What follows belongs to an exercise in optimizing a design on an open flow for a short achievable clock period and few clock cycles; a production flow would make more cautious choices. RTL that was checked went through simulation tests only; none was proved equivalent to the original. No functional check of the RTL was part of runs 1, 3 and 4. Power figures rest on the tool's default switching activity, not on a simulated workload.

==> design/flow/design.v <==
module cpu(clk,reset,read_data,write_data,N,V,Z,mem_addr,mem_cmd);
input clk, reset;
input [15:0] read_data;
output reg [15:0] write_data;
output reg N, V, Z;
output reg [8:0] mem_addr;
output reg [1:0] mem_cmd;
reg [15:0] R0, R1, R2, R3, R4, R5, R6, R7;
reg [8:0] pc;                 
reg op_fetch;                 
reg op_load;                  
reg [7:0] m_sel;              
reg arr_fetch;                
reg arr_load;                 
reg [7:0] l_sel;
reg d_valid;
reg [15:0] d_ir;
reg d_wr, d_fwdok, d_hzsrc, d_and, d_add, d_cmp, d_inv, d_ldr, d_str, d_halt, d_movi;
reg [7:0] d_rdsel;            
reg [7:0] d_asrc, d_bsrc;     
reg d_hz;                     
reg dA_e, dA_w, dA_l, dB_e, dB_w, dB_l;   
reg [7:0] dA_r, dB_r;         
reg [7:0] e_wsel;             
reg [7:0] e_addsel;           
reg [7:0] e_rdsel;
reg e_and, e_cmp, e_ldr, e_str, e_cin;
reg [15:0] e_A, e_B;
reg [4:0] e_im5;
reg [15:0] a_sum;
reg [7:0] a_sel;
reg w_cmp, w_z, w_a15, w_b15;
reg halted;
function [7:0] onehot(input [2:0] x);
  onehot = 8'b1 << x;
endfunction
localparam FW = 16 + 13 + 24;    
function [FW-1:0] predecode(input [15:0] w);
  reg movi, mov, alu, add, cmp, andi, mvn, ldr, str, halt, usesA, usesB, wr;
  begin
    movi = w[15:13] == 3'b110 &  w[12];
    mov  = w[15:13] == 3'b110 & ~w[12];
    alu  = w[15:13] == 3'b101;
    add  = alu & w[12:11] == 2'b00;
    cmp  = alu & w[12:11] == 2'b01;
    andi = alu & w[12:11] == 2'b10;
    mvn  = alu & w[12:11] == 2'b11;
    ldr  = w[15:13] == 3'b011;
    str  = w[15:13] == 3'b100;
    halt = w[15:13] == 3'b111;
    usesA = add | cmp | andi | ldr | str;
    usesB = mov | alu | str;
    wr = movi | mov | add | andi | mvn;
    predecode = {w,
      wr, movi | mov | andi | mvn, add | ldr, andi, add | cmp, cmp, cmp | mvn, ldr, str, halt, movi, 2'b00,
      usesA ? onehot(w[10:8]) : 8'b0,
      usesB ? onehot(str ? w[7:5] : w[2:0]) : 8'b0,
      onehot(movi ? w[10:8] : w[7:5])};
  end
endfunction
reg [FW-1:0] fq [0:7];        
reg [7:0] wsel, rsel;         
reg [3:0] q_cnt;
reg q_nonempty;
wire [FW-1:0] pd_in = predecode(read_data);
reg [FW-1:0] x;
integer k;
always @(*) begin
  x = {FW{1'b0}};
  for (k = 0; k < 8; k = k + 1) x = x | ({FW{rsel[k]}} & fq[k]);
end
wire [15:0] x_ir = x[FW-1:FW-16];
wire x_wr = x[36], x_fwdok = x[35], x_hzsrc = x[34], x_and = x[33], x_add = x[32], x_cmp = x[31],
     x_inv = x[30], x_ldr = x[29], x_str = x[28], x_halt = x[27], x_movi = x[26];
wire [7:0] x_asrc = x[23:16], x_bsrc = x[15:8], x_rdsel = x[7:0];
wire d_adv = d_valid & ~d_hz & ~halted;
wire d_take = ~d_valid | d_adv;
wire kill = |((e_wsel | e_addsel) & m_sel);
wire arr_next = op_load & ~kill;
wire e1_fwd = d_valid & d_fwdok;           
wire e1_hz  = d_valid & d_hzsrc;           
wire tA_e = e1_fwd & |(x_asrc & d_rdsel);
wire tB_e = e1_fwd & |(x_bsrc & d_rdsel);
wire tA_w = ~tA_e & |(x_asrc & e_addsel);
wire tB_w = ~tB_e & |(x_bsrc & e_addsel);
wire tA_l = ~tA_e & ~tA_w & arr_next & |(x_asrc & m_sel);
wire tB_l = ~tB_e & ~tB_w & arr_next & |(x_bsrc & m_sel);
wire t_hz = (e1_hz & |((x_asrc | x_bsrc) & d_rdsel)) | (e_ldr & |((x_asrc | x_bsrc) & e_rdsel));
wire hA_w = |(d_asrc & e_addsel);
wire hB_w = |(d_bsrc & e_addsel);
wire hA_l = ~hA_w & arr_next & |(d_asrc & m_sel);
wire hB_l = ~hB_w & arr_next & |(d_bsrc & m_sel);
wire h_hz = e_ldr & |((d_asrc | d_bsrc) & e_rdsel);
wire [16:0] sum17 = {e_A, 1'b1} + {e_B, e_cin};
wire [15:0] sum = sum17[16:1];
wire [15:0] e_fast = e_and ? (e_A & e_B) : e_B;   
wire [8:0] daddr = e_A[8:0] + {4'b0, e_im5};
wire [15:0] a_val = ({16{dA_e}} & e_fast) | ({16{dA_w}} & a_sum) | ({16{dA_l}} & read_data) |
  ({16{dA_r[0]}} & R0) | ({16{dA_r[1]}} & R1) | ({16{dA_r[2]}} & R2) | ({16{dA_r[3]}} & R3) |
  ({16{dA_r[4]}} & R4) | ({16{dA_r[5]}} & R5) | ({16{dA_r[6]}} & R6) | ({16{dA_r[7]}} & R7);
wire [15:0] b_val = ({16{dB_e}} & e_fast) | ({16{dB_w}} & a_sum) | ({16{dB_l}} & read_data) |
  ({16{dB_r[0]}} & R0) | ({16{dB_r[1]}} & R1) | ({16{dB_r[2]}} & R2) | ({16{dB_r[3]}} & R3) |
  ({16{dB_r[4]}} & R4) | ({16{dB_r[5]}} & R5) | ({16{dB_r[6]}} & R6) | ({16{dB_r[7]}} & R7);
reg [15:0] b_sh;
always @(*) begin
  case (d_ir[4:3])
    2'b00: b_sh = b_val;
    2'b01: b_sh = {b_val[14:0], 1'b0};
    2'b10: b_sh = {1'b0, b_val[15:1]};
    default: b_sh = {b_val[15], b_val[15:1]};
  endcase
end
wire [15:0] b_next = (d_inv ? ~b_sh : b_sh) | {8'b0, d_movi ? d_ir[7:0] : 8'b0};
wire d_load = d_take & q_nonempty;
always @(posedge clk) begin
  for (k = 0; k < 8; k = k + 1)
    if (arr_fetch & wsel[k]) fq[k] <= pd_in;
  if (d_take) begin
    d_ir <= x_ir;
    d_wr <= x_wr;
    d_fwdok <= x_fwdok;
    d_hzsrc <= x_hzsrc;
    d_and <= x_and;
    d_add <= x_add;
    d_cmp <= x_cmp;
    d_inv <= x_inv;
    d_ldr <= x_ldr;
    d_str <= x_str;
    d_halt <= x_halt;
    d_movi <= x_movi;
    d_rdsel <= x_rdsel;
    d_asrc <= x_asrc;
    d_bsrc <= x_bsrc;
    dA_e <= tA_e;
    dB_e <= tB_e;
    dA_w <= tA_w;
    dB_w <= tB_w;
    dA_l <= tA_l;
    dB_l <= tB_l;
    dA_r <= x_asrc & {8{~tA_e & ~tA_w & ~tA_l}};
    dB_r <= x_bsrc & {8{~tB_e & ~tB_w & ~tB_l}};
  end else begin
    dA_e <= 1'b0;
    dB_e <= 1'b0;
    dA_w <= hA_w;
    dB_w <= hB_w;
    dA_l <= hA_l;
    dB_l <= hB_l;
    dA_r <= d_asrc & {8{~hA_w & ~hA_l}};
    dB_r <= d_bsrc & {8{~hB_w & ~hB_l}};
  end
  if (reset) begin
    wsel <= 8'b1;
    rsel <= 8'b1;
    q_cnt <= 4'd0;
    q_nonempty <= 1'b0;
    d_valid <= 1'b0;
    d_hz <= 1'b0;
  end else begin
    if (arr_fetch) wsel <= {wsel[6:0], wsel[7]};
    if (d_load) rsel <= {rsel[6:0], rsel[7]};
    q_cnt <= q_cnt + {3'b0, arr_fetch} - {3'b0, d_load};
    q_nonempty <= arr_fetch | (q_cnt > {3'b0, d_load});
    if (d_take) begin
      d_valid <= q_nonempty;
      d_hz <= t_hz;
    end else
      d_hz <= h_hz;
  end
end
always @(posedge clk) begin
  if (reset) begin
    e_wsel <= 8'b0; e_addsel <= 8'b0; a_sel <= 8'b0; w_cmp <= 1'b0; e_and <= 1'b0; e_cmp <= 1'b0; e_ldr <= 1'b0; e_str <= 1'b0;
    halted <= 1'b0;
  end else begin
    e_wsel <= d_rdsel & {8{d_adv & d_wr & d_fwdok}};
    e_addsel <= d_rdsel & {8{d_adv & d_wr & ~d_fwdok}};
    a_sel <= e_addsel;
    w_cmp <= e_cmp;
    e_and <= d_adv & d_and;
    e_cmp <= d_adv & d_cmp;
    e_ldr <= d_adv & d_ldr;
    e_str <= d_adv & d_str;
    if (d_adv & d_halt) halted <= 1'b1;
  end
  e_cin <= d_cmp;
  e_rdsel <= d_rdsel;
  e_A <= a_val;
  e_B <= b_next;
  e_im5 <= d_ir[4:0];
end
always @(posedge clk) begin
  if (e_wsel[0]) R0 <= e_fast; else if (a_sel[0]) R0 <= a_sum; else if (arr_load & l_sel[0]) R0 <= read_data;
  if (e_wsel[1]) R1 <= e_fast; else if (a_sel[1]) R1 <= a_sum; else if (arr_load & l_sel[1]) R1 <= read_data;
  if (e_wsel[2]) R2 <= e_fast; else if (a_sel[2]) R2 <= a_sum; else if (arr_load & l_sel[2]) R2 <= read_data;
  if (e_wsel[3]) R3 <= e_fast; else if (a_sel[3]) R3 <= a_sum; else if (arr_load & l_sel[3]) R3 <= read_data;
  if (e_wsel[4]) R4 <= e_fast; else if (a_sel[4]) R4 <= a_sum; else if (arr_load & l_sel[4]) R4 <= read_data;
  if (e_wsel[5]) R5 <= e_fast; else if (a_sel[5]) R5 <= a_sum; else if (arr_load & l_sel[5]) R5 <= read_data;
  if (e_wsel[6]) R6 <= e_fast; else if (a_sel[6]) R6 <= a_sum; else if (arr_load & l_sel[6]) R6 <= read_data;
  if (e_wsel[7]) R7 <= e_fast; else if (a_sel[7]) R7 <= a_sum; else if (arr_load & l_sel[7]) R7 <= read_data;
  a_sum <= sum;
  w_z <= &(e_A ^ e_B);
  w_a15 <= e_A[15];
  w_b15 <= ~e_B[15];
  if (w_cmp) begin
    Z <= w_z;
    N <= a_sum[15];
    V <= (w_a15 & w_b15 & ~a_sum[15]) | ((w_a15 != w_b15) & (w_a15 == a_sum[15]));
  end
end
wire fetch_ok = ~halted & (q_cnt + {3'b0, arr_fetch} + {3'b0, op_fetch} < 4'd8);
always @(posedge clk) begin
  if (reset) begin
    mem_cmd <= 2'b11;
    mem_addr <= 9'd0;
    pc <= 9'd1;
    op_fetch <= 1'b1;
    op_load <= 1'b0;
    arr_fetch <= 1'b0;
    arr_load <= 1'b0;
  end else begin
    arr_fetch <= op_fetch;
    arr_load <= arr_next;
    l_sel <= m_sel;
    if (e_ldr | e_str) begin
      mem_addr <= daddr;
      mem_cmd <= e_str ? 2'b01 : 2'b11;
      op_fetch <= 1'b0;
      op_load <= e_ldr;
      m_sel <= e_rdsel;
      write_data <= e_B;
    end else if (fetch_ok) begin
      mem_addr <= pc;
      pc <= pc + 9'd1;
      mem_cmd <= 2'b11;
      op_fetch <= 1'b1;
      op_load <= 1'b0;
    end else begin
      mem_cmd <= 2'b00;
      op_fetch <= 1'b0;
      op_load <= 1'b0;
    end
  end
end
endmodule
==> design/flow/run.sh <==
#!/bin/bash
# synth_recipe.tcl (not shown) runs the flow's synth.tcl, then flattens the netlist and writes it again
# the make line also repeats each setting of config.mk as NAME=value (left out here)
make -C /OpenROAD-flow-scripts/flow DESIGN_CONFIG=/design/flow/config.mk WORK_HOME=/design/flow/orfs CLKGATE_MAP_FILE= SYNTH_SCRIPT=/design/flow/synth_recipe.tcl finish
==> design/flow/config.mk <==
export PLATFORM = sky130hd
export DESIGN_NAME = cpu
export DESIGN_NICKNAME = cpu
export VERILOG_FILES = /design/flow/design.v
export SDC_FILE = /design/flow/constraint.sdc
export NUM_CORES = 4
export LEC_CHECK = 0
export ABC_CLOCK_PERIOD_IN_PS = 1500
export CAP_MARGIN = 20
export CORE_MARGIN = 2
export CORE_UTILIZATION = 40
export SETUP_SLACK_MARGIN = 3.0
export SLEW_MARGIN = 20
==> design/flow/constraint.sdc <==
create_clock -name core_clock -period 5.0 [get_ports {clk}]
set_input_delay 1.0000 -clock core_clock [delete_from_list [all_inputs] [get_ports {clk}]]
set_output_delay 1.0000 -clock core_clock [all_outputs]
set_load 0.01 [all_outputs]
==> metrics.md, run 1 <==
| Metric | Value |
|---|---|
| Status | complete, no violations |
| Fin crit share | 0.488 |
| Worst clock skew | 0.0169 ns |
| First-pass GRT wire length | 144000 um |
| Syn_area_per_cell | 12.8 sq um |
| Worst Path Required | 5.57 ns |
| Max-slew headroom | 0.119 |
| CTS tree | yes |
| Area share of the largest cell type after synthesis | 0.537 |
| Worst-path cell chain | buf_4 -> a22oi_2 -> nand4_2 -> a222oi_1 -> a41oi_1 -> or3b_4 -> a21oi_4 -> a22o_1 |
| Count leader, synth | edfxtp_1 |
| Hold Slack | 0.377 ns |
| Multi-input logic area | 10800 sq um |
| Xor/xnor cell area share of the yosys netlist | 0.0139 |
| Port bufs | 47 |
| Mux cell area share after synthesis | 0.0559 |
| Final min period | 2.44 ns |
| FF/Latch Area | 19600 sq um |
| Synth top area cells | edfxtp_1 (54%), dfxtp_1 (11%), a22oi_1 (7.8%) |
| CP max stage delay | 0.43 ns |
| Worst setup SP type | register |
| Synth unique cells | 69 |
| CP delay by family, top | compound AO/OA/AOI/OAI gates |
| CTS Buffer Depth | 3 |
| Max-cap check violation count | 0 |
| Post-DP HPWL | 56400 um |
| Largest family of logic cells by synthesized area | compound AO/OA/AOI/OAI gates |
| Rows | 100 |
| Layout Nets | 2533 |
| Die Y | 279 um |
| HP Class | register to register |
| Hold Fails Final Rpt | 0 |
| Clk slew on worst S/H paths | 0.06 ns |
| Final core utilization | 0.487 |
| Buf/Inv on CP | 1 |
| Antenna Cells | 0 |
| Share of cells above drive strength 1 | 0.230 |
| Drc violations | 0 |
| Net Count, Synth | 2418 |
| CTS Sinks | slightly above 700 |
| Area share of fa/ha/maj cells after synthesis | 0.0129 |
| Total CTS buffers | 77 |
| Seq/Total Area, Yosys | 0.645 |
| Post-synthesis async set-or-reset flop share | 0 |
| Number of flops mapped to enable cells by yosys | 541 |
| Synth Area in Simple Gates | 0.0877 |
| Crit path kind | register to register |
| Post-route ant nets | 0 |
| Die Wd | 279 um |
| Total power | 0.0202 W |
| Leading area contributor after synthesis | edfxtp_1 |
| Post-Route WL | approximately 100000 um |
| Number of fill cells | 6357 |
| Most frequent cells after synthesis | edfxtp_1 (541), a22oi_1 (315), nand2_1 (257) |
| IO Pins | 48 |
| Final Cell Area | about 36000 sq um |
| Max Freq | 410 MHz |
| Core Area | 74700 sq um |
| Clock latency (worst-skew pair) | between 0.6 and 0.7 ns |
| R2R Setup Slk | approximately 2.6 ns |
| Mapped Cells | 2370 |
| Die ar. | 77900 sq um |
| Worst vdd ir | 0.270 mV |
| Root buffer cell | clkbuf_16 |
| Total GRT Usage | 0.251 |
| Max-slew violations | 0 |
| Vias in the first global route | around 22k |
| Largest net degree at the start of global routing | 44 |
| Fin Setup TNS | 0 ns |
| Slowest-stage cell, CP | or3b_4 |
| DR vias/cell | ~6.2 |
| H-tree depth | 3 |
| Lkg Pwr | 12.2 nW |
| Post-DR wirelength/cell | roughly 28 um |
| Initial antenna violation count | 3 |
| CP endpoint kind | register |
| RSZ-0062 raised after global routing | true |
| Vias | 21.9k |
| Setup violations, final | 0 |
| Synthesis-to-finish area growth | 20.2% |
| Grt ovf | 0 |
| Cts hold-fix bufs | 0 |
| Predominant post-synthesis flop cell | edfxtp_1 |
| Compound-Gate Fraction of Synth Area | 0.154 |
| Yosys warns | 2 |
| Pwr per Cell Area | 555 nW/um^2 |
| Final RePlAce weighted congestion | 0.886 |
| Initial Util | 0.405 |
| Cell area after synthesis | ~30000 sq um |
| CP max FO | 8 |
| Post-DP Area | 31800 sq um |
| Pre-Repair DR Iteration Count | 7 |
| Tightest Pin Transition | 1.32 ns |
| Yosys reg bits | between 700 and 800 |
| 1st-iter DRT viols | 2744 |
| Worst EP arrival | 3.01 ns |
==> cell usage in the layout (no fill, tap or decap), drive strengths merged, types with 14 or more instances in the layout <==
cell	synthesis	layout
inv	27	34
ha	28	28
mux2i	151	151
dfxtp	164	164
a21oi	37	37
a211oi	14	14
and2	30	30
o21ai	177	177
a22o	23	23
a221oi	26	26
xnor2	30	30
nor2b	14	14
nand3	15	15
a22oi	331	331
nand2	257	257
mux2	16	16
nor2	74	75
xor2	18	18
clkinv	2	27
and3	21	21
edfxtp	541	541
buf	42	202
nand4	86	86
clkbuf	140	111
==> power breakdown <==
| part | internal [W] | switching (W) |
|---|---|---|
| Sequential | 0.00720 | 0.00136 |
| Clock | 0.00350 | 0.00243 |
| Combinational | 0.00249 | 0.00319 |
| Total | 0.0132 | 0.00698 |
==> sequential cells by signal, summed over array words and instances (netlist names), 9 cells and up <==
name,flops
write_data,16
a_sum,16
R1,16
R3,16
R0,16
mem_addr,9
R4,16
R7,16
R2,16
e_B,16
pc,9
R6,16
fq,336
R5,16
e_A,16
==> per-stage QoR <==
stage	cells	setup slack, ns
CTS	3496	2.57
detailed placement	3252	1.42
floorplan	2370	2.64
global route	3518	2.44
finish	3518	2.56
global placement	3252	1.57
==> layer usage <==
layer  track usage  vias to the layer above  wire length, um
met2         0.410                     1347            46400
met5             0                        -               46
met4        0.0942                        6             4070
met1         0.327                    10900            38900
met3        0.0585                      321            10500
li1              -                     9367                -
==> cells by family (layout without fill, tap and decap cells) <==
| family | count (synthesis) | count (layout) |
|---|---|---|
| adder cells (fa/ha/maj) | 30 | 30 |
| multiplexers | 167 | 167 |
| flip-flops | 705 | 705 |
| AND/OR/NAND/NOR | 542 | 543 |
| buffers and inverters | 211 | 389 |
| AO/OA/AOI/OAI | 667 | 667 |
| XOR/XNOR | 48 | 48 |
==> worst reg2reg max path, cell delays in order (launching register included) <==
cell	delay [ns]
dfxtp_4	0.42
buf_4	0.18
a22oi_2	0.16
nand4_2	0.19
a222oi_1	0.41
a41oi_1	0.20
or3b_4	0.43
a21oi_4	0.22
a22o_1	0.16
==> final timing paths <==
kind              startpoint  cells past startpoint  endpoint
hold reg to reg      e_A[15]                      0     w_a15
hold / removal       e_A[15]                      0     w_a15
setup / recovery     rsel[5]                      8   dB_r[7]
setup reg to reg     rsel[5]                      8   dB_r[7]
==> layout make-up <==
cell class | count | share of cell area
flip-flops and latches | 705 | 0.540
multi-input cells | 1455 | 0.296
clock buffers | 103 | 0.0596
repair buffers | 216 | 0.0548
well taps | 969 | 0.0333
clock inverters | 40 | 0.0129
inverters | 29 | 0.00337
repair inverters | 1 | 0.000241
==> timing repair <==
item,4_1_cts,5_1_grt
pin swaps,69,61
endpoints found under the hold margin,0,0
cloned,3,1
buffers inserted,98,21
setup endpoints to repair,482,327
gates resized for setup,331,111
==> run 2, diff against run 1 <==
--- a/design/flow/design.v
+++ b/design/flow/design.v
@@ -59,16 +59,10 @@
   end
 endfunction
 reg [FW-1:0] fq [0:7];        
-reg [7:0] wsel, rsel;         
-reg [3:0] q_cnt;
-reg q_nonempty;
+reg [7:0] qv;                 
 wire [FW-1:0] pd_in = predecode(read_data);
-reg [FW-1:0] x;
+wire [FW-1:0] x = fq[0];
 integer k;
-always @(*) begin
-  x = {FW{1'b0}};
-  for (k = 0; k < 8; k = k + 1) x = x | ({FW{rsel[k]}} & fq[k]);
-end
 wire [15:0] x_ir = x[FW-1:FW-16];
 wire x_wr = x[36], x_fwdok = x[35], x_hzsrc = x[34], x_and = x[33], x_add = x[32], x_cmp = x[31],
      x_inv = x[30], x_ldr = x[29], x_str = x[28], x_halt = x[27], x_movi = x[26];
@@ -111,10 +105,15 @@
   endcase
 end
 wire [15:0] b_next = (d_inv ? ~b_sh : b_sh) | {8'b0, d_movi ? d_ir[7:0] : 8'b0};
-wire d_load = d_take & q_nonempty;
-always @(posedge clk) begin
-  for (k = 0; k < 8; k = k + 1)
-    if (arr_fetch & wsel[k]) fq[k] <= pd_in;
+wire d_load = d_take & qv[0];
+always @(posedge clk) begin
+  for (k = 0; k < 8; k = k + 1) begin
+    if (d_load) begin
+      if (k < 7 && qv[k < 7 ? k + 1 : 7]) fq[k] <= fq[k < 7 ? k + 1 : 7];
+      else if (arr_fetch & qv[k]) fq[k] <= pd_in;
+    end else if (arr_fetch & ~qv[k] & (k == 0 || qv[k > 0 ? k - 1 : 0]))
+      fq[k] <= pd_in;
+  end
   if (d_take) begin
     d_ir <= x_ir;
     d_wr <= x_wr;
@@ -150,19 +149,14 @@
     dB_r <= d_bsrc & {8{~hB_w & ~hB_l}};
   end
   if (reset) begin
-    wsel <= 8'b1;
-    rsel <= 8'b1;
-    q_cnt <= 4'd0;
-    q_nonempty <= 1'b0;
+    qv <= 8'b0;
     d_valid <= 1'b0;
     d_hz <= 1'b0;
   end else begin
-    if (arr_fetch) wsel <= {wsel[6:0], wsel[7]};
-    if (d_load) rsel <= {rsel[6:0], rsel[7]};
-    q_cnt <= q_cnt + {3'b0, arr_fetch} - {3'b0, d_load};
-    q_nonempty <= arr_fetch | (q_cnt > {3'b0, d_load});
+    if (d_load & ~arr_fetch) qv <= {1'b0, qv[7:1]};
+    else if (arr_fetch & ~d_load) qv <= {qv[6:0], 1'b1};
     if (d_take) begin
-      d_valid <= q_nonempty;
+      d_valid <= qv[0];
       d_hz <= t_hz;
     end else
       d_hz <= h_hz;
@@ -208,7 +202,7 @@
     V <= (w_a15 & w_b15 & ~a_sum[15]) | ((w_a15 != w_b15) & (w_a15 == a_sum[15]));
   end
 end
-wire fetch_ok = ~halted & (q_cnt + {3'b0, arr_fetch} + {3'b0, op_fetch} < 4'd8);
+wire fetch_ok = ~halted & ~(arr_fetch & op_fetch ? qv[5] : (arr_fetch | op_fetch) ? qv[6] : qv[7]);
 always @(posedge clk) begin
   if (reset) begin
     mem_cmd <= 2'b11;
==> metrics.md, run 2 <==
| Metric | Value |
|---|---|
| Seq/Total Area, Yosys | 0.608 (was 0.645) |
| Leading area contributor after synthesis | edfxtp_1 (unchanged) |
| Initial antenna violation count | 4 (was 3) |
| CP delay by family, top | flip-flops (was compound AO/OA/AOI/OAI gates) |
| IO Pins | 48 (unchanged) |
| Multi-input logic area | 12800 sq um (was 10800 sq um) |
| Number of flops mapped to enable cells by yosys | 541 (unchanged) |
| Vias in the first global route | 23.7k (was 21.5k) |
| Max reg flops | 336 (unchanged) |
| Max-slew headroom | 0.179 (was 0.119) |
| Pre-Repair DR Iteration Count | 7 (unchanged) |
| Die Wd | 286 um (was 279 um) |
| Largest net degree at the start of global routing | 64 (was 44) |
| Mapped Cells | 2791 (was 2370) |
| Initial Util | 0.403 (was 0.405) |
| Most common cell after layout, fill and taps aside | edfxtp_1 (unchanged) |
| Compound-Gate Fraction of Synth Area | 0.153 (was 0.154) |
| CP max stage delay | 0.38 ns (was 0.43 ns) |
| Total GRT Usage | 0.266 (was 0.251) |
| Hold Fails Final Rpt | 0 (unchanged) |
| P_int | 0.0119 W (was 0.0132 W) |
| Root buffer cell | clkbuf_16 (unchanged) |
| Final min period | 2.16 ns (was 2.44 ns) |
| Max-slew violations | 0 (unchanged) |
| Area share of fa/ha/maj cells after synthesis | 0.0111 (was 0.0129) |
| Worst-path cell chain | buf_2 (was buf_4 -> a22oi_2 -> nand4_2 -> a222oi_1 -> a41oi_1 -> or3b_4 -> a21oi_4 -> a22o_1) |
| Core Area | 78700 sq um (was 74700 sq um) |
| Max Freq | 463 MHz (was 410 MHz) |
| Hold Slack | 0.374 ns (was 0.377 ns) |
| Grt ovf | 0 (unchanged) |
| Drc violations | 0 (unchanged) |
| Switching Share | 0.337 (was 0.346) |
| Hold path depth | 0 (unchanged) |
| Worst setup SP type | register (unchanged) |
| Flop pwr share | 0.448 (was 0.424) |
| R2R Setup Slk | 2.85 ns (was 2.56 ns) |
| Synthesis-to-finish area growth | 21.8% (was 20.2%) |
| RR Endpoint | fq[6][19] (was dB_r[7]) |
| CTS Buffer Depth | 3 (unchanged) |
| Area share of the largest cell type after synthesis | 0.512 (was 0.537) |
| Xor/xnor cell area share of the yosys netlist | 0.0102 (was 0.0139) |
| Number of fill cells | 6804 (was 6357) |
| HP Class | register to register (unchanged) |
| CP endpoint kind | output port (was register) |
| Post-synthesis async set-or-reset flop share | 0 (unchanged) |
| CTS Sinks | 692 (was 705) |
| Net Count, Synth | 2836 (was 2418) |
| Final core utilization | 0.490 (was 0.487) |
| Combinational Power Share | 0.234 (was 0.282) |
| Fin Setup TNS | 0 ns (unchanged) |
| Clock group share of total power | 0.318 (was 0.294) |
| Mux cell area share after synthesis | 0.0768 (was 0.0559) |
| FF/Latch Area | 19300 sq um (was 19600 sq um) |
| Buf/Inv on CP | 1 (unchanged) |
| H-tree depth | 3 (unchanged) |
| Yosys reg bits | 692 (was 705) |
| Hold Startpoint | e_A[15] (unchanged) |
| Most frequent cells in the layout | edfxtp_1 (541), nand2_1 (473), o21ai_0 (240) (was edfxtp_1 (541), a22oi_1 (291), nand2_1 (247)) |
| Pwr per Cell Area | 467 nW/um^2 (was 555 nW/um^2) |
| First-pass GRT wire length | 160000 um (was 144000 um) |
| Fin crit share | 0.432 (was 0.488) |
| Synth top area cells | edfxtp_1 (51%), dfxtp_1 (9.5%), nand2_1 (5.7%) (was edfxtp_1 (54%), dfxtp_1 (11%), a22oi_1 (7.8%)) |
| Final RePlAce weighted congestion | 0.920 (was 0.886) |
| Depth of the most critical reg-to-reg path | 10 (was 8) |
| Largest family of logic cells by synthesized area | compound AO/OA/AOI/OAI gates (unchanged) |
| Die Y | 286 um (was 279 um) |
| Worst hold path endpoint | w_a15 (unchanged) |
| Tightest Pin Transition | 1.23 ns (was 1.32 ns) |
| Worst reg2reg path startpoint | halted (was rsel[5]) |
| Slowest-stage cell, CP | edfxtp_1 (was or3b_4) |
| Syn_area_per_cell | 11.4 sq um (was 12.8 sq um) |
| Total CTS buffers | 75 (was 77) |
| Predominant post-synthesis flop cell | edfxtp_1 (unchanged) |
| Crit path kind | register to output port (was register to register) |
| Synth Area in Simple Gates | 0.103 (was 0.0877) |
| Layout Nets | 2930 (was 2533) |
| Port bufs | 47 (unchanged) |
| CTS tree | yes (unchanged) |
| Post-DP HPWL | 58800 um (was 56400 um) |
| CP max FO | 1 (was 8) |
| Vias | 24.8k (was 21.9k) |
| Worst EP arrival | 1.16 ns (was 3.01 ns) |
| DR vias/cell | 6.21 (was 6.23) |
| Share of cells above drive strength 1 | 0.225 (was 0.230) |
| Status | complete, no violations (unchanged) |
| Rows | 103 (was 100) |
| Largest Register | fq (unchanged) |
| Synth unique cells | 70 (was 69) |
| Count leader, synth | edfxtp_1 (unchanged) |
| Switching power | 0.00608 W (was 0.00698 W) |
| Lkg Pwr | 13.2 nW (was 12.2 nW) |
| Max-cap check violation count | 0 (unchanged) |
| Yosys warns | 2 (unchanged) |
| Worst clock skew | 0.0254 ns (was 0.0169 ns) |
| Worst vdd ir | 0.288 mV (was 0.270 mV) |
| Cell area after synthesis | 31700 sq um (was 30300 sq um) |
| Setup violations, final | 0 (unchanged) |
| RSZ-0062 raised after global routing | true (unchanged) |
| Most frequent cells after synthesis | edfxtp_1 (541), nand2_1 (478), o21ai_0 (325) (was edfxtp_1 (541), a22oi_1 (315), nand2_1 (257)) |
| Post-Route WL | 114000 um (was 99900 um) |
| Worst Path Required | 4.00 ns (was 5.57 ns) |
| Clock latency (worst-skew pair) | 0.65 ns (was 0.64 ns) |
| 1st-iter DRT viols | 3559 (was 2744) |
| Die ar. | 81500 sq um (was 77900 sq um) |
| Post-DR wirelength/cell | 28.6 um (was 28.4 um) |
| Post-route ant nets | 0 (unchanged) |
| Clk slew on worst S/H paths | 0.06 ns (about the same) |
[run 2: cell types whose count changed in the layout (fill, tap and decap cells not counted), moves of 42 or more]
| cell | delta |
|---|---|
| a22oi_1 | -122 |
| nand2_1 | +226 |
| o21ai_1 | +140 |
| nand4_1 | -44 |
| nand2b_4 | +44 |
| o21ai_0 | +82 |
| mux2_2 | +42 |
[run 2: what timing repair did]
item                       CTS  global route
pin swaps                   38            51
setup endpoints to repair  880           571
buffers inserted            68            46
hold buffers                 0             0
resized for setup          400           114
gates cloned                42            14
[run 2: through the flow]
| stage | total power, W | setup slack, ns | instances | cell area [sq um] |
|---|---|---|---|---|
| 5_1_grt | 0.0186 | 2.80 | 3995 | 38600 |
| 4_1_cts | 0.0175 | 2.81 | 3935 | 37600 |
| 3_5_place_dp | 0.0113 | 1.03 | 3688 | 33100 |
| 2_1_floorplan | 0.00993 | 2.72 | 2791 | 32300 |
| 3_3_place_gp | 0.0112 | 1.17 | 3688 | 33100 |
| 6_report | 0.0180 | 2.84 | 3996 | 38600 |
[run 2: cells by family (layout without fill, tap and decap cells)]
| group | count (synthesis) | in the layout |
|---|---|---|
| other | 0 | 1 |
| adder cells (fa/ha/maj) | 27 | 27 |
| flip-flops | 692 | 692 |
| XOR/XNOR | 37 | 37 |
| AND/OR/NAND/NOR | 738 | 776 |
| AO/OA/AOI/OAI | 770 | 770 |
| multiplexers | 232 | 232 |
| buffers and inverters | 295 | 411 |
[run 2: per-layer routing]
metal  track usage  wire length (um)
met3        0.0571             12900
met2         0.425             52300
met5             0                34
met1         0.347             42700
met4         0.120              6270
[run 2: worst max-delay path by stage]
stage,from,slack (ns),cells past startpoint,end
5_1_grt,e_B[0],2.80,8,a_sum[13]
3_5_place_dp,read_data[14],1.03,6,fq[1][6]
4_1_cts,e_cin,2.81,8,a_sum[13]
3_3_place_gp,read_data[14],1.17,7,fq[0][15]
6_report,write_data[14],2.84,1,write_data[14]
2_1_floorplan,read_data[14],2.72,9,fq[1][20]
[run 2: layout make-up]
type                    instances  share of cell area
diodes                          1           0.0000648
clock buffers                  98              0.0533
clock inverters                39              0.0116
inverters                      53             0.00574
multi-input cells            1842               0.331
flip-flops and latches        692               0.501
well taps                    1050              0.0340
repair buffers                219              0.0627
repair inverters                2            0.000454
[run 2: power groups by stage]
| stage | clock network (W) | logic (W) | registers [W] |
|---|---|---|---|
| 6_report | 0.00573 | 0.00421 | 0.00807 |
| 3_3_place_gp | 0 | 0.00319 | 0.00803 |
| 3_5_place_dp | 0 | 0.00326 | 0.00806 |
| 2_1_floorplan | 0 | 0.00271 | 0.00722 |
| 5_1_grt | 0.00599 | 0.00451 | 0.00808 |
| 4_1_cts | 0.00576 | 0.00379 | 0.00796 |
Testbench counts of run 2, summed over its fixed seeds: cycles 11,707.
==> run 3, diff against run 2 <==
--- a/design/flow/design.v
+++ b/design/flow/design.v
@@ -30,6 +30,7 @@
 reg [15:0] a_sum;
 reg [7:0] a_sel;
 reg w_cmp, w_z, w_a15, w_b15;
+reg fN, fV, fZ;               
 reg halted;
 function [7:0] onehot(input [2:0] x);
   onehot = 8'b1 << x;
@@ -58,8 +59,11 @@
       onehot(movi ? w[10:8] : w[7:5])};
   end
 endfunction
-reg [FW-1:0] fq [0:7];        
-reg [7:0] qv;                 
+localparam QN = 6;            
+reg [FW-1:0] fq [0:QN-1];     
+reg [QN-1:0] qv;              
+reg d_take;                   
+reg d_load;                   
 wire [FW-1:0] pd_in = predecode(read_data);
 wire [FW-1:0] x = fq[0];
 integer k;
@@ -67,8 +71,7 @@
 wire x_wr = x[36], x_fwdok = x[35], x_hzsrc = x[34], x_and = x[33], x_add = x[32], x_cmp = x[31],
      x_inv = x[30], x_ldr = x[29], x_str = x[28], x_halt = x[27], x_movi = x[26];
 wire [7:0] x_asrc = x[23:16], x_bsrc = x[15:8], x_rdsel = x[7:0];
-wire d_adv = d_valid & ~d_hz & ~halted;
-wire d_take = ~d_valid | d_adv;
+wire d_adv = d_valid & d_take;   
 wire kill = |((e_wsel | e_addsel) & m_sel);
 wire arr_next = op_load & ~kill;
 wire e1_fwd = d_valid & d_fwdok;           
@@ -85,8 +88,23 @@
 wire hA_l = ~hA_w & arr_next & |(d_asrc & m_sel);
 wire hB_l = ~hB_w & arr_next & |(d_bsrc & m_sel);
 wire h_hz = e_ldr & |((d_asrc | d_bsrc) & e_rdsel);
-wire [16:0] sum17 = {e_A, 1'b1} + {e_B, e_cin};
-wire [15:0] sum = sum17[16:1];
+function [15:0] ksadd(input [15:0] a, input [15:0] b, input ci);
+  reg [15:0] g, p, pp;
+  integer i, d;
+  begin
+    p = a ^ b;
+    g = a & b;
+    g[0] = g[0] | (p[0] & ci);
+    pp = p;
+    for (d = 1; d < 16; d = d * 2)
+      for (i = 15; i >= d; i = i - 1) begin
+        g[i] = g[i] | (pp[i] & g[i - d]);
+        pp[i] = pp[i] & pp[i - d];
+      end
+    ksadd = p ^ {g[14:0], ci};
+  end
+endfunction
+wire [15:0] sum = ksadd(e_A, e_B, e_cin);
 wire [15:0] e_fast = e_and ? (e_A & e_B) : e_B;   
 wire [8:0] daddr = e_A[8:0] + {4'b0, e_im5};
 wire [15:0] a_val = ({16{dA_e}} & e_fast) | ({16{dA_w}} & a_sum) | ({16{dA_l}} & read_data) |
@@ -105,15 +123,36 @@
   endcase
 end
 wire [15:0] b_next = (d_inv ? ~b_sh : b_sh) | {8'b0, d_movi ? d_ir[7:0] : 8'b0};
-wire d_load = d_take & qv[0];
-always @(posedge clk) begin
-  for (k = 0; k < 8; k = k + 1) begin
+reg [QN-1:0] qv_n;
+reg d_valid_n, d_hz_n, halted_n;
+always @(*) begin
+  qv_n = qv;
+  if (d_load & ~arr_fetch) qv_n = qv >> 1;
+  else if (arr_fetch & ~d_load) qv_n = {qv[QN-2:0], 1'b1};
+  d_valid_n = d_take ? qv[0] : d_valid;
+  d_hz_n = d_take ? t_hz : h_hz;
+  halted_n = halted | (d_adv & d_halt);
+  if (reset) begin
+    qv_n = {QN{1'b0}};
+    d_valid_n = 1'b0;
+    d_hz_n = 1'b0;
+    halted_n = 1'b0;
+  end
+end
+always @(posedge clk) begin
+  for (k = 0; k < QN; k = k + 1) begin
     if (d_load) begin
-      if (k < 7 && qv[k < 7 ? k + 1 : 7]) fq[k] <= fq[k < 7 ? k + 1 : 7];
+      if (k < QN - 1 && qv[k < QN - 1 ? k + 1 : QN - 1]) fq[k] <= fq[k < QN - 1 ? k + 1 : QN - 1];
       else if (arr_fetch & qv[k]) fq[k] <= pd_in;
     end else if (arr_fetch & ~qv[k] & (k == 0 || qv[k > 0 ? k - 1 : 0]))
       fq[k] <= pd_in;
   end
+  qv <= qv_n;
+  d_valid <= d_valid_n;
+  d_hz <= d_hz_n;
+  halted <= halted_n;
+  d_take <= ~d_valid_n | (~d_hz_n & ~halted_n);
+  d_load <= (~d_valid_n | (~d_hz_n & ~halted_n)) & qv_n[0];
   if (d_take) begin
     d_ir <= x_ir;
     d_wr <= x_wr;
@@ -148,24 +187,10 @@
     dA_r <= d_asrc & {8{~hA_w & ~hA_l}};
     dB_r <= d_bsrc & {8{~hB_w & ~hB_l}};
   end
-  if (reset) begin
-    qv <= 8'b0;
-    d_valid <= 1'b0;
-    d_hz <= 1'b0;
-  end else begin
-    if (d_load & ~arr_fetch) qv <= {1'b0, qv[7:1]};
-    else if (arr_fetch & ~d_load) qv <= {qv[6:0], 1'b1};
-    if (d_take) begin
-      d_valid <= qv[0];
-      d_hz <= t_hz;
-    end else
-      d_hz <= h_hz;
-  end
 end
 always @(posedge clk) begin
   if (reset) begin
     e_wsel <= 8'b0; e_addsel <= 8'b0; a_sel <= 8'b0; w_cmp <= 1'b0; e_and <= 1'b0; e_cmp <= 1'b0; e_ldr <= 1'b0; e_str <= 1'b0;
-    halted <= 1'b0;
   end else begin
     e_wsel <= d_rdsel & {8{d_adv & d_wr & d_fwdok}};
     e_addsel <= d_rdsel & {8{d_adv & d_wr & ~d_fwdok}};
@@ -175,7 +200,6 @@
     e_cmp <= d_adv & d_cmp;
     e_ldr <= d_adv & d_ldr;
     e_str <= d_adv & d_str;
-    if (d_adv & d_halt) halted <= 1'b1;
   end
   e_cin <= d_cmp;
   e_rdsel <= d_rdsel;
@@ -183,6 +207,7 @@
   e_B <= b_next;
   e_im5 <= d_ir[4:0];
 end
+wire w_v = (w_a15 & w_b15 & ~a_sum[15]) | ((w_a15 != w_b15) & (w_a15 == a_sum[15]));
 always @(posedge clk) begin
   if (e_wsel[0]) R0 <= e_fast; else if (a_sel[0]) R0 <= a_sum; else if (arr_load & l_sel[0]) R0 <= read_data;
   if (e_wsel[1]) R1 <= e_fast; else if (a_sel[1]) R1 <= a_sum; else if (arr_load & l_sel[1]) R1 <= read_data;
@@ -197,12 +222,15 @@
   w_a15 <= e_A[15];
   w_b15 <= ~e_B[15];
   if (w_cmp) begin
-    Z <= w_z;
-    N <= a_sum[15];
-    V <= (w_a15 & w_b15 & ~a_sum[15]) | ((w_a15 != w_b15) & (w_a15 == a_sum[15]));
-  end
-end
-wire fetch_ok = ~halted & ~(arr_fetch & op_fetch ? qv[5] : (arr_fetch | op_fetch) ? qv[6] : qv[7]);
+    fZ <= w_z;
+    fN <= a_sum[15];
+    fV <= w_v;
+  end
+  Z <= w_cmp ? w_z : fZ;
+  N <= w_cmp ? a_sum[15] : fN;
+  V <= w_cmp ? w_v : fV;
+end
+wire fetch_ok = ~halted & ~(arr_fetch & op_fetch ? qv[QN-3] : (arr_fetch | op_fetch) ? qv[QN-2] : qv[QN-1]);
 always @(posedge clk) begin
   if (reset) begin
     mem_cmd <= 2'b11;
@@ -216,13 +244,12 @@
     arr_fetch <= op_fetch;
     arr_load <= arr_next;
     l_sel <= m_sel;
+    m_sel <= e_rdsel;
     if (e_ldr | e_str) begin
       mem_addr <= daddr;
       mem_cmd <= e_str ? 2'b01 : 2'b11;
       op_fetch <= 1'b0;
       op_load <= e_ldr;
-      m_sel <= e_rdsel;
-      write_data <= e_B;
     end else if (fetch_ok) begin
       mem_addr <= pc;
       pc <= pc + 9'd1;
@@ -230,10 +257,12 @@
       op_fetch <= 1'b1;
       op_load <= 1'b0;
     end else begin
+      mem_addr <= pc;
       mem_cmd <= 2'b00;
       op_fetch <= 1'b0;
       op_load <= 1'b0;
     end
   end
 end
+always @(posedge clk) write_data <= e_B;   
 endmodule
==> metrics.md, run 3 <==
| Metric | Value |
|---|---|
| Max-slew headroom | 0.163 (was 0.179) |
| Slowest-stage cell, CP | fa_2 (was edfxtp_1) |
| Hold Slack | 0.363 ns (was 0.374 ns) |
| Most frequent cells after synthesis | edfxtp_1 (441), nand2_1 (419), o21ai_0 (341) (was edfxtp_1 (541), nand2_1 (478), o21ai_0 (325)) |
| Rows | 96 (was 103) |
| Fin Setup TNS | 0 ns (unchanged) |
| CTS Buffer Depth | 3 (unchanged) |
| Post-Route WL | 89300 um (was 114000 um) |
| Synthesis-to-finish area growth | 18.5% (was 21.8%) |
| Final RePlAce weighted congestion | 0.916 (was 0.920) |
| Initial antenna violation count | 1 (was 4) |
| Grt ovf | 0 (unchanged) |
| Tightest Pin Transition | 1.25 ns (was 1.23 ns) |
| Pwr per Cell Area | 572 nW/um^2 (was 467 nW/um^2) |
| CP endpoint kind | register (was output port) |
| IO Pins | 48 (unchanged) |
| Initial Util | 0.404 (was 0.403) |
| Largest Register | fq (unchanged) |
| Hold Fails Final Rpt | 0 (unchanged) |
| Mapped Cells | 2456 (was 2791) |
| Total CTS buffers | 68 (was 75) |
| Post-DP HPWL | 53400 um (was 58800 um) |
| Share of cells above drive strength 1 | 0.197 (was 0.225) |
| Worst-path cell chain | inv_2 -> fa_2 -> inv_2 -> fa_2 -> a211oi_2 -> o21ai_2 -> nor3_4 -> o211ai_1 -> xor2_2 (was buf_2) |
| Post-synthesis async set-or-reset flop share | 0 (unchanged) |
| Largest net degree at the start of global routing | 79 (was 64) |
| Clk slew on worst S/H paths | 0.06 ns (about the same) |
| Post-DR wirelength/cell | 25.9 um (was 28.6 um) |
| Area share of the largest cell type after synthesis | 0.479 (was 0.512) |
| Synth unique cells | 71 (was 70) |
| CTS tree | yes (unchanged) |
| Cell area after synthesis | 27600 sq um (was 31700 sq um) |
| First-pass GRT wire length | 130000 um (was 160000 um) |
| CP max stage delay | 0.37 ns (was 0.38 ns) |
| Worst clock skew | 0.0253 ns (was 0.0254 ns) |
| Synth top area cells | edfxtp_1 (48%), dfxtp_1 (12%), o21ai_0 (6.2%) (was edfxtp_1 (51%), dfxtp_1 (9.5%), nand2_1 (5.7%)) |
| Max-slew violations | 0 (unchanged) |
| Most common cell after layout, fill and taps aside | edfxtp_1 (unchanged) |
| Port bufs | 47 (unchanged) |
| Post-route ant nets | 0 (unchanged) |
| Count leader, synth | edfxtp_1 (unchanged) |
| Drc violations | 0 (unchanged) |
| Max-cap check violation count | 0 (unchanged) |
| Die ar. | 71200 sq um (was 81500 sq um) |
| Root buffer cell | clkbuf_16 (unchanged) |
| Syn_area_per_cell | 11.3 sq um (was 11.4 sq um) |
| Number of fill cells | 6040 (was 6804) |
| Predominant post-synthesis flop cell | edfxtp_1 (unchanged) |
| Status | complete, no violations (unchanged) |
| Setup violations, final | 0 (unchanged) |
| Core Area | 68500 sq um (was 78700 sq um) |
| Final min period | 2.27 ns (was 2.16 ns) |
| Seq/Total Area, Yosys | 0.599 (was 0.608) |
| Worst Path Required | 5.50 ns (was 4.00 ns) |
| Crit path kind | register to register (was register to output port) |
| Worst vdd ir | 0.283 mV (was 0.288 mV) |
| DR vias/cell | 6.05 (was 6.21) |
| Vias | 20.8k (was 24.8k) |
| Vias in the first global route | 19.9k (was 23.7k) |
| Layout Nets | 2555 (was 2930) |
| Net Count, Synth | 2502 (was 2836) |
| Total GRT Usage | 0.246 (was 0.266) |
| Die Y | 267 um (was 286 um) |
| Die Wd | 267 um (was 286 um) |
| CP max FO | 3 (was 1) |
| 1st-iter DRT viols | 2919 (was 3559) |
| Worst setup SP type | register (unchanged) |
| Fin crit share | 0.455 (was 0.432) |
| Pre-Repair DR Iteration Count | 9 (was 7) |
| Lkg Pwr | 11.3 nW (was 13.2 nW) |
| HP Class | register to register (unchanged) |
| Max reg flops | 252 (was 336) |
| H-tree depth | 3 (unchanged) |
| Most frequent cells in the layout | edfxtp_1 (441), nand2_1 (405), o21ai_0 (263) (was edfxtp_1 (541), nand2_1 (473), o21ai_0 (240)) |
| Yosys warns | 2 (unchanged) |
| CTS Sinks | 607 (was 692) |
| Leading area contributor after synthesis | edfxtp_1 (unchanged) |
| Max Freq | 440 MHz (was 463 MHz) |
| Worst EP arrival | 2.78 ns (was 1.16 ns) |
| RSZ-0062 raised after global routing | true (unchanged) |
| Yosys reg bits | 607 (was 692) |
| Clock latency (worst-skew pair) | 0.62 ns (was 0.65 ns) |
| Number of flops mapped to enable cells by yosys | 441 (was 541) |
## run 3: changes by cell type after synthesis, moves of 15 or more
| cell | previous run | this run |
|---|---|---|
| o31ai_1 | 22 | 3 |
| buf_2 | 53 | 32 |
| dfxtp_1 | 151 | 166 |
| nand2_1 | 478 | 419 |
| edfxtp_1 | 541 | 441 |
| nor2_1 | 64 | 42 |
| o21ai_1 | 82 | 15 |
| o21ai_0 | 325 | 341 |
| clkbuf_1 | 172 | 138 |
## run 3: cells by family after synthesis
logic type                 count (synthesis)  share of synthesized area
xor gates and xnor gates                  35                     0.0111
muxes                                    200                     0.0758
buffers and inverters                    252                     0.0367
AOI/OAI and AO/OA                        698                      0.162
adders and majority gates                 28                     0.0135
DFF                                      607                      0.599
and+or+nand+nor                          636                      0.101
## run 3: final cells by class
cell class / count / area [sq um] / area share
well taps: 882 / 1100 / 0.0337
repair buffers: 168 / 1620 / 0.0494
inverters: 61 / 244 / 0.00745
multi-input cells: 1603 / 10900 / 0.333
diodes: 1 / 2.50 / 0.0000764
flip-flops and latches: 607 / 16600 / 0.508
clock inverters: 20 / 211 / 0.00646
clock buffers: 102 / 2040 / 0.0622
## run 3: timing repair
item	in CTS	in global routing
buffers inserted	32	33
hold buffers	0	0
cloned	8	4
setup endpoints to repair	613	317
gates resized for setup	295	126
pin swaps	43	45
## run 3: where the power goes
group | internal (W) | switching [W] | total [W]
registers | 0.00670 | 0.00156 | 0.00826
clock network | 0.00299 | 0.00203 | 0.00502
logic | 0.00217 | 0.00327 | 0.00545
## run 3: metal layers
metal,track usage,vias up,part of all wire
met4,0.103,0,0.048
li1,-,9205,-
met5,0,-,0
met3,0.0572,309,0.10
met1,0.324,10100,0.40
met2,0.390,1223,0.45
## run 3: critical path, delay by kind of cell, from the launching register on
family / cells / cell delay, ns
adders and majority gates: 2 / 0.59
and+or+nand+nor: 1 / 0.22
xor gates and xnor gates: 1 / 0.32
buffers and inverters: 2 / 0.11
DFF: 1 / 0.36
AOI/OAI and AO/OA: 3 / 0.54
## run 3: worst paths after layout
kind | from | end | slack (ns) | cells past startpoint
worst max-delay path | e_cin | a_sum[12] | 2.73 | 9
worst min-delay path | e_A[15] | w_a15 | 0.36 | 0
worst max register to register | e_cin | a_sum[12] | 2.73 | 9
worst min register to register | e_A[15] | w_a15 | 0.36 | 0
## run 3: stage by stage
step	util	power, W	area (sq um)	cells	worst slack (ns)
after floorplan	-	0.0107	28000	2456	2.77
after global placement	0.426	0.0127	29100	3244	1.36
after detailed placement	0.426	0.0127	29100	3244	1.27
after CTS	0.467	0.0181	32000	3406	2.69
after global routing	0.478	0.0194	32800	3443	2.65
final	0.478	0.0187	32800	3444	2.73
==> run 4, diff against run 3 <==
--- a/design/flow/design.v
+++ b/design/flow/design.v
@@ -24,8 +24,9 @@
 reg [7:0] e_wsel;             
 reg [7:0] e_addsel;           
 reg [7:0] e_rdsel;
-reg e_and, e_cmp, e_ldr, e_str, e_cin;
+reg e_and, e_cmp, e_ldr, e_str;
 reg [15:0] e_A, e_B;
+reg [15:0] e_g, e_p;           
 reg [4:0] e_im5;
 reg [15:0] a_sum;
 reg [7:0] a_sel;
@@ -53,7 +54,7 @@
     usesB = mov | alu | str;
     wr = movi | mov | add | andi | mvn;
     predecode = {w,
-      wr, movi | mov | andi | mvn, add | ldr, andi, add | cmp, cmp, cmp | mvn, ldr, str, halt, movi, 2'b00,
+      wr, movi | mov | andi | mvn, add | ldr, andi, add | cmp, cmp, mvn, ldr, str, halt, movi, 2'b00,
       usesA ? onehot(w[10:8]) : 8'b0,
       usesB ? onehot(str ? w[7:5] : w[2:0]) : 8'b0,
       onehot(movi ? w[10:8] : w[7:5])};
@@ -88,24 +89,22 @@
 wire hA_l = ~hA_w & arr_next & |(d_asrc & m_sel);
 wire hB_l = ~hB_w & arr_next & |(d_bsrc & m_sel);
 wire h_hz = e_ldr & |((d_asrc | d_bsrc) & e_rdsel);
-function [15:0] ksadd(input [15:0] a, input [15:0] b, input ci);
-  reg [15:0] g, p, pp;
+function [15:0] ksadd(input [15:0] g0, input [15:0] p0);
+  reg [15:0] g, p;
   integer i, d;
   begin
-    p = a ^ b;
-    g = a & b;
-    g[0] = g[0] | (p[0] & ci);
-    pp = p;
+    g = g0;
+    p = p0;
     for (d = 1; d < 16; d = d * 2)
       for (i = 15; i >= d; i = i - 1) begin
-        g[i] = g[i] | (pp[i] & g[i - d]);
-        pp[i] = pp[i] & pp[i - d];
+        g[i] = g[i] | (p[i] & g[i - d]);
+        p[i] = p[i] & p[i - d];
       end
-    ksadd = p ^ {g[14:0], ci};
+    ksadd = p0 ^ {g[14:0], 1'b0};
   end
 endfunction
-wire [15:0] sum = ksadd(e_A, e_B, e_cin);
-wire [15:0] e_fast = e_and ? (e_A & e_B) : e_B;   
+wire [15:0] sum = ksadd(e_g, e_p);
+wire [15:0] e_fast = e_and ? e_g : e_p;   
 wire [8:0] daddr = e_A[8:0] + {4'b0, e_im5};
 wire [15:0] a_val = ({16{dA_e}} & e_fast) | ({16{dA_w}} & a_sum) | ({16{dA_l}} & read_data) |
   ({16{dA_r[0]}} & R0) | ({16{dA_r[1]}} & R1) | ({16{dA_r[2]}} & R2) | ({16{dA_r[3]}} & R3) |
@@ -123,6 +122,7 @@
   endcase
 end
 wire [15:0] b_next = (d_inv ? ~b_sh : b_sh) | {8'b0, d_movi ? d_ir[7:0] : 8'b0};
+wire [15:0] a_next = d_cmp ? ~a_val : a_val;
 reg [QN-1:0] qv_n;
 reg d_valid_n, d_hz_n, halted_n;
 always @(*) begin
@@ -201,13 +201,15 @@
     e_ldr <= d_adv & d_ldr;
     e_str <= d_adv & d_str;
   end
-  e_cin <= d_cmp;
   e_rdsel <= d_rdsel;
-  e_A <= a_val;
+  e_A <= a_next;
   e_B <= b_next;
+  e_g <= a_next & b_next;
+  e_p <= a_next ^ b_next;
   e_im5 <= d_ir[4:0];
 end
-wire w_v = (w_a15 & w_b15 & ~a_sum[15]) | ((w_a15 != w_b15) & (w_a15 == a_sum[15]));
+wire w_r15 = ~a_sum[15];    
+wire w_v = (w_a15 & w_b15 & ~w_r15) | ((w_a15 != w_b15) & (w_a15 == w_r15));
 always @(posedge clk) begin
   if (e_wsel[0]) R0 <= e_fast; else if (a_sel[0]) R0 <= a_sum; else if (arr_load & l_sel[0]) R0 <= read_data;
   if (e_wsel[1]) R1 <= e_fast; else if (a_sel[1]) R1 <= a_sum; else if (arr_load & l_sel[1]) R1 <= read_data;
@@ -218,16 +220,16 @@
   if (e_wsel[6]) R6 <= e_fast; else if (a_sel[6]) R6 <= a_sum; else if (arr_load & l_sel[6]) R6 <= read_data;
   if (e_wsel[7]) R7 <= e_fast; else if (a_sel[7]) R7 <= a_sum; else if (arr_load & l_sel[7]) R7 <= read_data;
   a_sum <= sum;
-  w_z <= &(e_A ^ e_B);
-  w_a15 <= e_A[15];
-  w_b15 <= ~e_B[15];
+  w_z <= &e_p;
+  w_a15 <= ~e_A[15];
+  w_b15 <= e_B[15];
   if (w_cmp) begin
     fZ <= w_z;
-    fN <= a_sum[15];
+    fN <= w_r15;
     fV <= w_v;
   end
   Z <= w_cmp ? w_z : fZ;
-  N <= w_cmp ? a_sum[15] : fN;
+  N <= w_cmp ? w_r15 : fN;
   V <= w_cmp ? w_v : fV;
 end
 wire fetch_ok = ~halted & ~(arr_fetch & op_fetch ? qv[QN-3] : (arr_fetch | op_fetch) ? qv[QN-2] : qv[QN-1]);
==> metrics.md, run 4 <==
| Metric | Value |
|---|---|
| Xor/xnor cell area share of the yosys netlist | 0.0152 (was 0.0111) |
| Compound-Gate Fraction of Synth Area | 0.156 (was 0.162) |
| Total power | 0.0189 W (was 0.0187 W) |
| CTS tree | yes (unchanged) |
| Final min period | 2.31 ns (was 2.27 ns) |
| Max-cap check violation count | 0 (unchanged) |
| Syn_area_per_cell | 11.2 sq um (was 11.3 sq um) |
| R2R Setup Slk | 2.69 ns (was 2.73 ns) |
| Port bufs | 47 (unchanged) |
| Worst vdd ir | 0.321 mV (was 0.283 mV) |
| CP max FO | 5 (was 3) |
| RSZ-0062 raised after global routing | true (unchanged) |
| Share of cells above drive strength 1 | 0.212 (was 0.197) |
| Max-slew violations | 0 (unchanged) |
| Rows | 97 (was 96) |
| CTS Sinks | 631 (was 607) |
| Yosys reg bits | 631 (was 607) |
| Count leader, synth | edfxtp_1 (unchanged) |
| CTS Buffer Depth | 3 (unchanged) |
| Fin Setup TNS | 0 ns (unchanged) |
| First-pass GRT wire length | 133000 um (was 130000 um) |
| Post-DP HPWL | 54700 um (was 53400 um) |
| Post-route ant nets | 0 (unchanged) |
| Synth top area cells | edfxtp_1 (47%), dfxtp_1 (13%), o21ai_0 (6.3%) (was edfxtp_1 (48%), dfxtp_1 (12%), o21ai_0 (6.2%)) |
| Synthesis-to-finish area growth | 18.8% (was 18.5%) |
| Max reg flops | 252 (unchanged) |
| Crit path launch | e_and (was e_cin) |
| Die Y | 270 um (was 267 um) |
| Die Wd | 270 um (was 267 um) |
| Area share of fa/ha/maj cells after synthesis | 0.0122 (was 0.0135) |
| DR vias/cell | 6.05 (about the same) |
| Core Area | 69900 sq um (was 68500 sq um) |
| Crit path kind | register to register (unchanged) |
| HP Class | register to register (unchanged) |
| Post-DR wirelength/cell | 25.9 um (about the same) |
| Cell area after synthesis | 28200 sq um (was 27600 sq um) |
| Slowest-stage cell, CP | dfxtp_4 (was fa_2) |
| Tightest Pin Transition | 1.06 ns (was 1.25 ns) |
| Initial Util | 0.404 (about the same) |
| Worst clock skew | 0.0282 ns (was 0.0253 ns) |
| Net Count, Synth | 2566 (was 2502) |
| Mapped Cells | 2521 (was 2456) |
| Drc violations | 0 (unchanged) |
| Final Non-Filler Cells | 3586 (was 3444) |
| Mux cell area share after synthesis | 0.0755 (was 0.0758) |
| Hold path depth | 0 (unchanged) |
| Initial antenna violation count | 2 (was 1) |
| Worst EP arrival | 2.81 ns (was 2.78 ns) |
| Fin crit share | 0.463 (was 0.455) |
| Die ar. | 72700 sq um (was 71200 sq um) |
| Total CTS buffers | 70 (was 68) |
| DP Cell Count | 3368 (was 3244) |
| Clock latency (worst-skew pair) | 0.62 ns (about the same) |
| Worst Path Required | 5.50 ns (about the same) |
| Root buffer cell | clkbuf_16 (unchanged) |
| Status | complete, no violations (unchanged) |
| Seq/Total Area, Yosys | 0.604 (was 0.599) |
| Worst setup SP type | register (unchanged) |
| Synth Area in Simple Gates | 0.101 (about the same) |
| IO Pins | 48 (unchanged) |
| Clk slew on worst S/H paths | 0.06 ns (about the same) |
| Max Freq | 432 MHz (was 440 MHz) |
| Predominant post-synthesis flop cell | edfxtp_1 (unchanged) |
| Yosys warns | 2 (unchanged) |
| Lkg Pwr | 11.6 nW (was 11.3 nW) |
| Post-synthesis async set-or-reset flop share | 0 (unchanged) |
| Most frequent cells in the layout | edfxtp_1 (441), nand2_1 (397), o21ai_0 (226) (was edfxtp_1 (441), nand2_1 (405), o21ai_0 (263)) |
| Setup violations, final | 0 (unchanged) |
| Max-slew headroom | 0.291 (was 0.163) |
| Hold Fails Final Rpt | 0 (unchanged) |
| Worst reg2reg path startpoint | e_and (was e_cin) |
| Pre-Repair DR Iteration Count | 9 (unchanged) |
| Most common cell after layout, fill and taps aside | edfxtp_1 (unchanged) |
| CP max stage delay | 0.43 ns (was 0.37 ns) |
| Hold Startpoint | e_B[0] (was e_A[15]) |
| Most frequent cells after synthesis | edfxtp_1 (441), nand2_1 (414), o21ai_0 (355) (was edfxtp_1 (441), nand2_1 (419), o21ai_0 (341)) |
| Vias in the first global route | 20.8k (was 19.9k) |
| Grt ovf | 0 (unchanged) |
| Depth of the most critical reg-to-reg path | 9 (unchanged) |
| 1st-iter DRT viols | 2958 (was 2919) |
| Largest family of logic cells by synthesized area | compound AO/OA/AOI/OAI gates (unchanged) |
| Largest Register | fq (unchanged) |
| Worst-path cell chain | buf_12 -> buf_12 -> mux2_4 -> a211oi_4 -> mux2i_1 -> mux2i_1 -> buf_4 -> mux2i_2 -> ha_1 (was inv_2 -> fa_2 -> inv_2 -> fa_2 -> a211oi_2 -> o21ai_2 -> nor3_4 -> o211ai_1 -> xor2_2) |
| CP endpoint kind | register (unchanged) |
| Post-Route WL | 92700 um (was 89300 um) |
| Number of flops mapped to enable cells by yosys | 441 (unchanged) |
| H-tree depth | 3 (unchanged) |
| Pwr per Cell Area | 563 nW/um^2 (was 572 nW/um^2) |
| Layout Nets | 2634 (was 2555) |
| Total GRT Usage | 0.243 (was 0.246) |
| Leading area contributor after synthesis | edfxtp_1 (unchanged) |
| Final RePlAce weighted congestion | 0.936 (was 0.916) |
| Area share of the largest cell type after synthesis | 0.469 (was 0.479) |
| Largest net degree at the start of global routing | 45 (was 79) |
| Synth unique cells | 67 (was 71) |
| Vias | 21.7k (was 20.8k) |
| Hold Slack | 0.324 ns (was 0.363 ns) |
-- run 4: cell count changes in the layout (fill, tap and decap cells not counted), moves of 12 or more --
cell     previous run  this run
nand3_1            36        21
buf_4              81       117
a21oi_1            23        44
nor2_1             32        49
dfxtp_1           128       150
xor2_1             10        22
o21ai_0           263       226
o21ai_1            84       122
-- run 4: cells by family (layout without fill, tap and decap cells) --
kind of cell / count (synthesis) / in the layout
flip-flops: 631 / 631
adder cells (fa/ha/maj): 27 / 27
multiplexers: 204 / 204
AND/OR/NAND/NOR: 645 / 649
AO/OA/AOI/OAI: 706 / 706
other: 0 / 1
buffers and inverters: 260 / 380
XOR/XNOR: 48 / 48
-- run 4: where the power goes --
group / leakage [nW] / switching (W) / internal [W] / total (W)
combinational: 4.72 / 0.00305 / 0.00206 / 0.00511
sequential: 5.75 / 0.00158 / 0.00702 / 0.00861
clock: 1.14 / 0.00213 / 0.00305 / 0.00518
-- run 4: area by class of cell --
cell class | count | area (sq um)
diodes | 1 | 2.50
clock buffers | 93 | 1970
clock inverters | 35 | 325
fillers | 6294 | 36300
inverters | 63 | 253
multi-input cells | 1634 | 11100
flip-flops and latches | 631 | 17100
well taps | 940 | 1180
repair buffers | 189 | 1560
-- run 4: path summary, 6_finish.rpt --
kind / to
setup / recovery: e_p[7]
hold / removal: write_data[0]
setup reg to reg: e_p[7]
hold reg to reg: write_data[0]
-- run 4: per-stage QoR --
stage          setup WS [ns]  utilization  area, sq um
2_1_floorplan           2.57            -        29000
3_3_place_gp            1.34        0.431        30100
3_5_place_dp            1.33        0.431        30100
4_1_cts                 2.73        0.473        33100
5_1_grt                 2.64        0.480        33600
6_report                2.69        0.480        33600
-- run 4: per-layer routing --
layer	track usage	wire, um	vias up
met5	0	8	-
met4	0.117	4920	2
met3	0.0580	10500	396
met2	0.385	42100	1432
met1	0.312	35200	10400
li1	-	-	9431
-- run 4: worst max-delay path: cells and delay by family (launching register included) --
family	cells	cell delay (ns)
muxes	4	0.81
adders and majority gates	1	0.25
DFF	1	0.43
buffers and inverters	3	0.36
AOI/OAI and AO/OA	1	0.34
-- run 4: repair_timing --
item / in CTS / in global routing
pin swaps: 50 / 50
setup buffers: 59 / 26
setup endpoints to repair: 480 / 205
gates cloned: 3 / 1
hold buffers: 0 / 0
resized for setup: 307 / 60

[re-timing with driven ports]
Ports are ideal in the flow. The routed layouts listed here were re-timed in OpenROAD. Step 1 assumes that a clkbuf_16 drives the clock port and a buf_2 every other input. Step 2 times the ports against the registers' clock, not the clock port: input delays grow and output delays shrink by t, the midpoint of the rising clock arrivals with the driver on. Three values: ideal ports, drivers, drivers and shift; two values: the first two.
| run | shift t [ns] | setup slack, ns | worst setup path at the end |
|---|---|---|---|
| run 1 | 0.694 | 2.560 / 2.560 / 2.331 | input to register |
| run 2 | 0.697 | 2.841 / 2.780 / 2.306 | input to register |
| run 3 | 0.671 | 2.725 / 2.725 / 2.369 | input to register |
| run 4 | 0.665 | 2.686 / 2.686 / 2.083 | input to register |
After both steps every run listed still meets setup and hold. The setup slack of run 4, which loses most, moves by 0.000 ns with the drivers and by -0.603 ns with both steps.
